This design comes from an exercise in tuning for small area and a short achievable clock period on the open sky130 flow, not from production work. No activity file was given, so power comes from the tool's default toggle rates.

==> flow/design.v <==
`timescale 1ns / 1ps
module MUL6_FA (input a, input b, input c, output s, output co);
  assign s = a ^ b ^ c;
  assign co = (a & b) | (a & c) | (b & c);
endmodule
module MUL6_HA (input a, input b, output s, output co);
  assign s = a ^ b;
  assign co = a & b;
endmodule
module MUL6 (input [5:0] a, input [5:0] b, output [11:0] p);
  wire [5:0] pp [0:5];
  genvar i, j;
  generate
    for (i = 0; i < 6; i = i + 1) begin : gi
      for (j = 0; j < 6; j = j + 1) begin : gj
        assign pp[i][j] = a[i] & b[j];
      end
    end
  endgenerate
  wire s1_4, c1_4, s1_5a, c1_5a, s1_5b, c1_5b, s1_6a, c1_6a, s1_6b, c1_6b, s1_7, c1_7;
  MUL6_HA h14 (pp[0][4], pp[1][3], s1_4, c1_4);
  MUL6_FA f15 (pp[0][5], pp[1][4], pp[2][3], s1_5a, c1_5a);
  MUL6_HA h15 (pp[3][2], pp[4][1], s1_5b, c1_5b);
  MUL6_FA f16 (pp[1][5], pp[2][4], pp[3][3], s1_6a, c1_6a);
  MUL6_HA h16 (pp[4][2], pp[5][1], s1_6b, c1_6b);
  MUL6_FA f17 (pp[2][5], pp[3][4], pp[4][3], s1_7, c1_7);
  wire s2_3, c2_3, s2_4, c2_4, s2_5, c2_5, s2_6, c2_6, s2_7, c2_7, s2_8, c2_8;
  MUL6_HA h23 (pp[0][3], pp[1][2], s2_3, c2_3);
  MUL6_FA f24 (pp[2][2], pp[3][1], pp[4][0], s2_4, c2_4);
  MUL6_FA f25 (pp[5][0], c1_4, s1_5a, s2_5, c2_5);
  MUL6_FA f26 (c1_5a, c1_5b, s1_6a, s2_6, c2_6);
  MUL6_FA f27 (pp[5][2], c1_6a, c1_6b, s2_7, c2_7);
  MUL6_FA f28 (pp[3][5], pp[4][4], pp[5][3], s2_8, c2_8);
  wire s3_2, c3_2, s3_3, c3_3, s3_4, c3_4, s3_5, c3_5, s3_6, c3_6, s3_7, c3_7, s3_8, c3_8, s3_9, c3_9;
  MUL6_HA h32 (pp[0][2], pp[1][1], s3_2, c3_2);
  MUL6_FA f33 (pp[2][1], pp[3][0], s2_3, s3_3, c3_3);
  MUL6_FA f34 (s1_4, c2_3, s2_4, s3_4, c3_4);
  MUL6_FA f35 (s1_5b, c2_4, s2_5, s3_5, c3_5);
  MUL6_FA f36 (s1_6b, c2_5, s2_6, s3_6, c3_6);
  MUL6_FA f37 (s1_7, c2_6, s2_7, s3_7, c3_7);
  MUL6_FA f38 (c1_7, c2_7, s2_8, s3_8, c3_8);
  MUL6_FA f39 (pp[4][5], pp[5][4], c2_8, s3_9, c3_9);
  wire [11:0] r0 = {1'b0, pp[5][5], s3_9, s3_8, s3_7, s3_6, s3_5, s3_4, s3_3, s3_2, pp[0][1], pp[0][0]};
  wire [11:0] r1 = {1'b0, c3_9, c3_8, c3_7, c3_6, c3_5, c3_4, c3_3, c3_2, pp[2][0], pp[1][0], 1'b0};
  assign p[0] = r0[0];
  assign p[11:1] = r0[11:1] + r1[11:1];
endmodule
`timescale 1ns / 1ps
module NEURON(Clock, SignA, SignB, SignC, SignD, ExponentA, ExponentB, ExponentC, ExponentD, MantissaA, MantissaB, MantissaC, MantissaD, SignOut, ExponentOut, MantissaOut, SignOut1, ExponentOut1, MantissaOut1, SignOut2, ExponentOut2, MantissaOut2);
input Clock;
input SignA;
input SignB;
input SignC;
input SignD;
input [4:0] ExponentA;
input [4:0] ExponentB;
input [4:0] ExponentC;
input [4:0] ExponentD;
input [5:0] MantissaA;
input [5:0] MantissaB;
input [5:0] MantissaC;
input [5:0] MantissaD;
output SignOut, SignOut1, SignOut2;
output [4:0] ExponentOut, ExponentOut1, ExponentOut2;
output [5:0] MantissaOut, MantissaOut1, MantissaOut2;
wire [5:0] e1, e2;
wire [4:1] k1, k2;
MUL6_HA ea0 (ExponentA[0], ExponentB[0], e1[0], k1[1]);
MUL6_HA ec0 (ExponentC[0], ExponentD[0], e2[0], k2[1]);
genvar i;
generate for (i = 1; i < 5; i = i + 1) begin : eadd
  if (i < 4) begin : mid
    MUL6_FA ea (ExponentA[i], ExponentB[i], k1[i], e1[i], k1[i+1]);
    MUL6_FA ec (ExponentC[i], ExponentD[i], k2[i], e2[i], k2[i+1]);
  end else begin : top
    MUL6_FA ea (ExponentA[i], ExponentB[i], k1[i], e1[i], e1[5]);
    MUL6_FA ec (ExponentC[i], ExponentD[i], k2[i], e2[i], e2[5]);
  end
end endgenerate
reg [5:0] r_ma, r_mb, r_mc, r_md;
reg [5:0] r_e1, r_e2;    
reg r_t1, r_t2;          
always @(posedge Clock) begin
  r_ma <= MantissaA; r_mb <= MantissaB; r_mc <= MantissaC; r_md <= MantissaD;
  r_e1 <= e1;
  r_e2 <= e2;
  r_t1 <= SignA ~^ SignB;
  r_t2 <= SignC ~^ SignD;
end
wire [6:0] xd = {1'b0, r_e1} + {1'b0, ~r_e2};
wire e1_gt = xd[6];
wire e_eq = &xd[5:0];
wire e2_gt = ~e1_gt & ~e_eq;
wire [5:0] xd1 = xd[5:0] + 6'd1;
wire [5:0] ediff = e1_gt ? xd1 : ~xd[5:0];
wire [3:0] dsat = ediff[3:0] | {4{ediff[5] | ediff[4]}};
wire [11:0] p1, p2;
MUL6 mul1 (r_ma, r_mb, p1);
MUL6 mul2 (r_mc, r_md, p2);
reg [3:0] r_d;           
reg [11:0] r_x, r_y;
reg [3:0] r_amt;
reg r_swp;
always @(posedge Clock) begin
  r_d <= dsat;
  r_x <= e2_gt ? p1 : p2;
  r_y <= e2_gt ? p2 : p1;
  r_amt <= r_d & {4{e1_gt | e2_gt}};
  r_swp <= e2_gt;
end
wire [11:0] ma = r_y;
wire [11:0] mb = r_x >> r_amt;
wire same = r_t1 ~^ r_t2;
wire inv = ~same;
wire [11:0] bb = mb ^ {12{inv}};
wire [11:0] p = ma ^ bb;
wire [11:0] g = ma & bb;
wire g10 = g[1] | p[1] & g[0],    p10 = p[1] & p[0];
wire g32 = g[3] | p[3] & g[2],    p32 = p[3] & p[2];
wire g54 = g[5] | p[5] & g[4],    p54 = p[5] & p[4];
wire g76 = g[7] | p[7] & g[6],    p76 = p[7] & p[6];
wire g98 = g[9] | p[9] & g[8],    p98 = p[9] & p[8];
wire gba = g[11] | p[11] & g[10], pba = p[11] & p[10];
wire g30 = g32 | p32 & g10,       p30 = p32 & p10;
wire g74 = g76 | p76 & g54,       p74 = p76 & p54;
wire gb8 = gba | pba & g98,       pb8 = pba & p98;
wire g50 = g54 | p54 & g30,       p50 = p54 & p30;
wire g70 = g74 | p74 & g30,       p70 = p74 & p30;
wire gb0 = gb8 | pb8 & g70;        
wire g60 = g[6] | p[6] & g50,     p60 = p[6] & p50;
wire g80 = g[8] | p[8] & g70,     p80 = p[8] & p70;
wire g90 = g98 | p98 & g70,       p90 = p98 & p70;
wire ga0 = g[10] | p[10] & g90,   pa0 = p[10] & p90;
wire ci = inv & gb0;
wire [11:6] cc;
assign cc[6]  = g50 | p50 & ci;
assign cc[7]  = g60 | p60 & ci;
assign cc[8]  = g70 | p70 & ci;
assign cc[9]  = g80 | p80 & ci;
assign cc[10] = g90 | p90 & ci;
assign cc[11] = ga0 | pa0 & ci;
wire flip = inv & ~gb0;
wire [5:0] su = p[11:6] ^ cc[11:6];
wire [5:0] m = su ^ {6{flip}};
wire c = gb0;
wire [5:0] kl = ma[5:0] | mb[5:0];
wire zsub = p50 & p[6] & p[7] & pb8;    
wire z = inv ? zsub : (~p[0] & (p[5:1] == kl[4:0]) & ~|su);
wire ta = r_swp ? r_t2 : r_t1;   
wire tb = r_swp ? r_t1 : r_t2;   
wire s = same ? r_t1 : ((c | (r_swp & zsub)) ? ta : tb);
wire [5:0] E = e1_gt ? r_e1 : r_e2;
wire ge33 = E[5] & |E[4:0];
wire ge32 = E[5];
wire ge31 = E[5] | &E[4:0];
wire ge30 = E[5] | &E[4:1];
wire ge29 = E[5] | (&E[4:2] & (E[1] | E[0]));
wire ge28 = E[5] | &E[4:2];
wire e0 = ~|E;
reg q_s, q_sn, q_zero, q_ge33, q_ge32, q_eq31, q_eq30, q_eq29, q_eq28;
reg [5:0] q_m;
reg [4:0] q_e;
always @(posedge Clock) begin
  q_s <= s;
  q_sn <= ~s;
  q_m <= m;
  q_e <= E[4:0];
  q_zero <= ~s & e0 & z;
  q_ge33 <= ge33;
  q_ge32 <= ge32;
  q_eq31 <= ge31 & ~ge32;
  q_eq30 <= ge30 & ~ge31;
  q_eq29 <= ge29 & ~ge30;
  q_eq28 <= ge28 & ~ge29;
end
wire q_m5 = q_m[5];
wire q_m432 = &q_m[4:2];
wire q_m54 = &q_m[5:4];
wire zero = q_zero;
wire eq32 = q_ge32 & ~q_ge33;
reg [4:0] te; reg [5:0] tm;
always @* begin
  if (zero) begin te = 5'b00000; tm = 6'b000000; end
  else if (q_ge32) begin te = 5'b01111; tm = 6'b000000; end
  else if (q_eq31 & q_m5) begin te = 5'b01110; tm = 6'b111000; end
  else if (q_eq31) begin te = 5'b01110; tm = 6'b101100; end
  else if (q_eq30) begin te = 5'b01110; tm = {5'b10000, ~q_s}; end
  else if (q_eq29) begin te = 5'b01101; tm = 6'b011000; end
  else if (q_eq28) begin te = 5'b01100; tm = 6'b011110; end
  else begin te = 5'b01011; tm = 6'b001000; end
end
reg [4:0] se; reg [5:0] sm;
always @* begin
  if (zero) begin se = 5'b01110; sm = 6'b000000; end
  else if (q_sn) begin
    if (q_ge33) begin se = 5'b00000; sm = 6'b000000; end
    else if (eq32) begin se = 5'b01011; sm = 6'b000000; end
    else if (q_eq31 & q_m432) begin se = 5'b01100; sm = 6'b010000; end
    else if ((q_eq30 & q_m54) | q_eq31) begin se = 5'b01101; sm = 6'b000001; end
    else if (q_eq30) begin se = 5'b01101; sm = 6'b011000; end
    else begin se = 5'b01101; sm = 6'b110100; end
  end else begin
    if (q_ge33) begin se = 5'b01111; sm = 6'b000000; end
    else if (eq32) begin se = 5'b01110; sm = 6'b111010; end
    else if (q_eq31 & q_m432) begin se = 5'b01110; sm = 6'b110000; end
    else if ((q_eq30 & q_m54) | q_eq31) begin se = 5'b01110; sm = 6'b100000; end
    else if (q_eq30) begin se = 5'b01110; sm = 6'b010100; end
    else begin se = 5'b01110; sm = 6'b000110; end
  end
end
assign SignOut = q_s;
assign ExponentOut = te;
assign MantissaOut = tm;
assign SignOut1 = 1'b1;
assign ExponentOut1 = se;
assign MantissaOut1 = sm;
assign SignOut2 = q_s;
assign ExponentOut2 = q_s ? q_e : 5'd0;
assign MantissaOut2 = q_s ? q_m : 6'd0;
endmodule
clock: 11.0 ns
lec_check: 0
cap_margin: 20
core_margin: 2
core_utilization: 55
cts_buf_list: sky130_fd_sc_hd__clkbuf_8
slew_margin: 20
standard.sh (not shown) runs the stock make flow with config.mk's settings and CLKGATE_MAP_FILE= SYNTH_SCRIPT=/design/flow/synth_recipe.tcl, a recipe that flattens the netlist after the stock synthesis.
==> flow/flow/run.sh <==
#!/bin/bash
# The standard layout, with plain buf_1 cells as port buffers and timing
# repair aiming below the clock period (paths with less than SETUP_SLACK_MARGIN
# ns of slack are repaired).
set -euo pipefail
export BUFFER_PORTS_ARGS="-buffer_cell sky130_fd_sc_hd__buf_1"
export SETUP_SLACK_MARGIN=7.25
bash standard.sh > standard_flow.log 2>&1
==> next run, changes <==
--- a/flow/design.v
+++ b/flow/design.v
@@ -142,11 +142,11 @@
 wire flip = inv & ~gb0;
 wire [5:0] su = p[11:6] ^ cc[11:6];
 wire [5:0] m = su ^ {6{flip}};
 wire c = gb0;
-wire [5:0] kl = ma[5:0] | mb[5:0];
+wire [11:0] kl = ma | mb;
 wire zsub = p50 & p[6] & p[7] & pb8;    
-wire z = inv ? zsub : (~p[0] & (p[5:1] == kl[4:0]) & ~|su);
+wire z = inv ? zsub : (~p[0] & (p[11:1] == kl[10:0]));
 wire ta = r_swp ? r_t2 : r_t1;   
 wire tb = r_swp ? r_t1 : r_t2;   
 wire s = same ? r_t1 : ((c | (r_swp & zsub)) ? ta : tb);
 wire [5:0] E = e1_gt ? r_e1 : r_e2;
@@ -155,9 +155,9 @@
 wire ge31 = E[5] | &E[4:0];
 wire ge30 = E[5] | &E[4:1];
 wire ge29 = E[5] | (&E[4:2] & (E[1] | E[0]));
 wire ge28 = E[5] | &E[4:2];
-wire e0 = ~|E;
+wire e0 = ~|{r_e1, r_e2};
 reg q_s, q_sn, q_zero, q_ge33, q_ge32, q_eq31, q_eq30, q_eq29, q_eq28;
 reg [5:0] q_m;
 reg [4:0] q_e;
 always @(posedge Clock) begin
What happened: The changed run completed with no timing, DRC or antenna violations; total power goes down by 5.5%; non-clock buffer count goes down by 25; wire length goes down by 3.8%; worst setup slack gains 41 ps; combinational power goes down by about 9%; die area goes up by 1.5%; critical path depth stays the same; worst hold slack gains 3.8 ps; count of clock-buffer cells in the layout goes up by 1; final area goes down by 2.4%.
No run of this note included a check of the RTL's function; only the layout flow was run.

afterwards: timing with drivers on the ports:
In the flow no input, the clock included, has a driving cell. The finished layouts below were timed again as built, in two steps. Step 1 sets driving cells, clkbuf_16 on the clock port and buf_2 on the other inputs (assumed; they add their load-dependent delay and slew). Step 2 also shifts input and output timing later by t, the mid clock arrival at the registers, as if the neighbouring blocks saw the same clock. Slacks: no drivers / after step 1 / after step 2; pairs: no drivers / after step 1.
| run | t (ns) | setup slack, ns | hold slack, ns | worst setup path at the end |
|---|---|---|---|---|
| the first run | 0.415 | 7.185 / 7.146 / 7.021 | 0.430 / 0.430 / 0.430 | input to register |
| the second run | 0.410 | 7.226 / 7.191 / 7.023 | 0.433 / 0.433 / 0.433 | input to register |
After both steps every run listed still meets setup and hold. For the second run, which loses most, drivers alone change the setup slack by -0.035 ns; drivers and shift together by -0.203 ns.
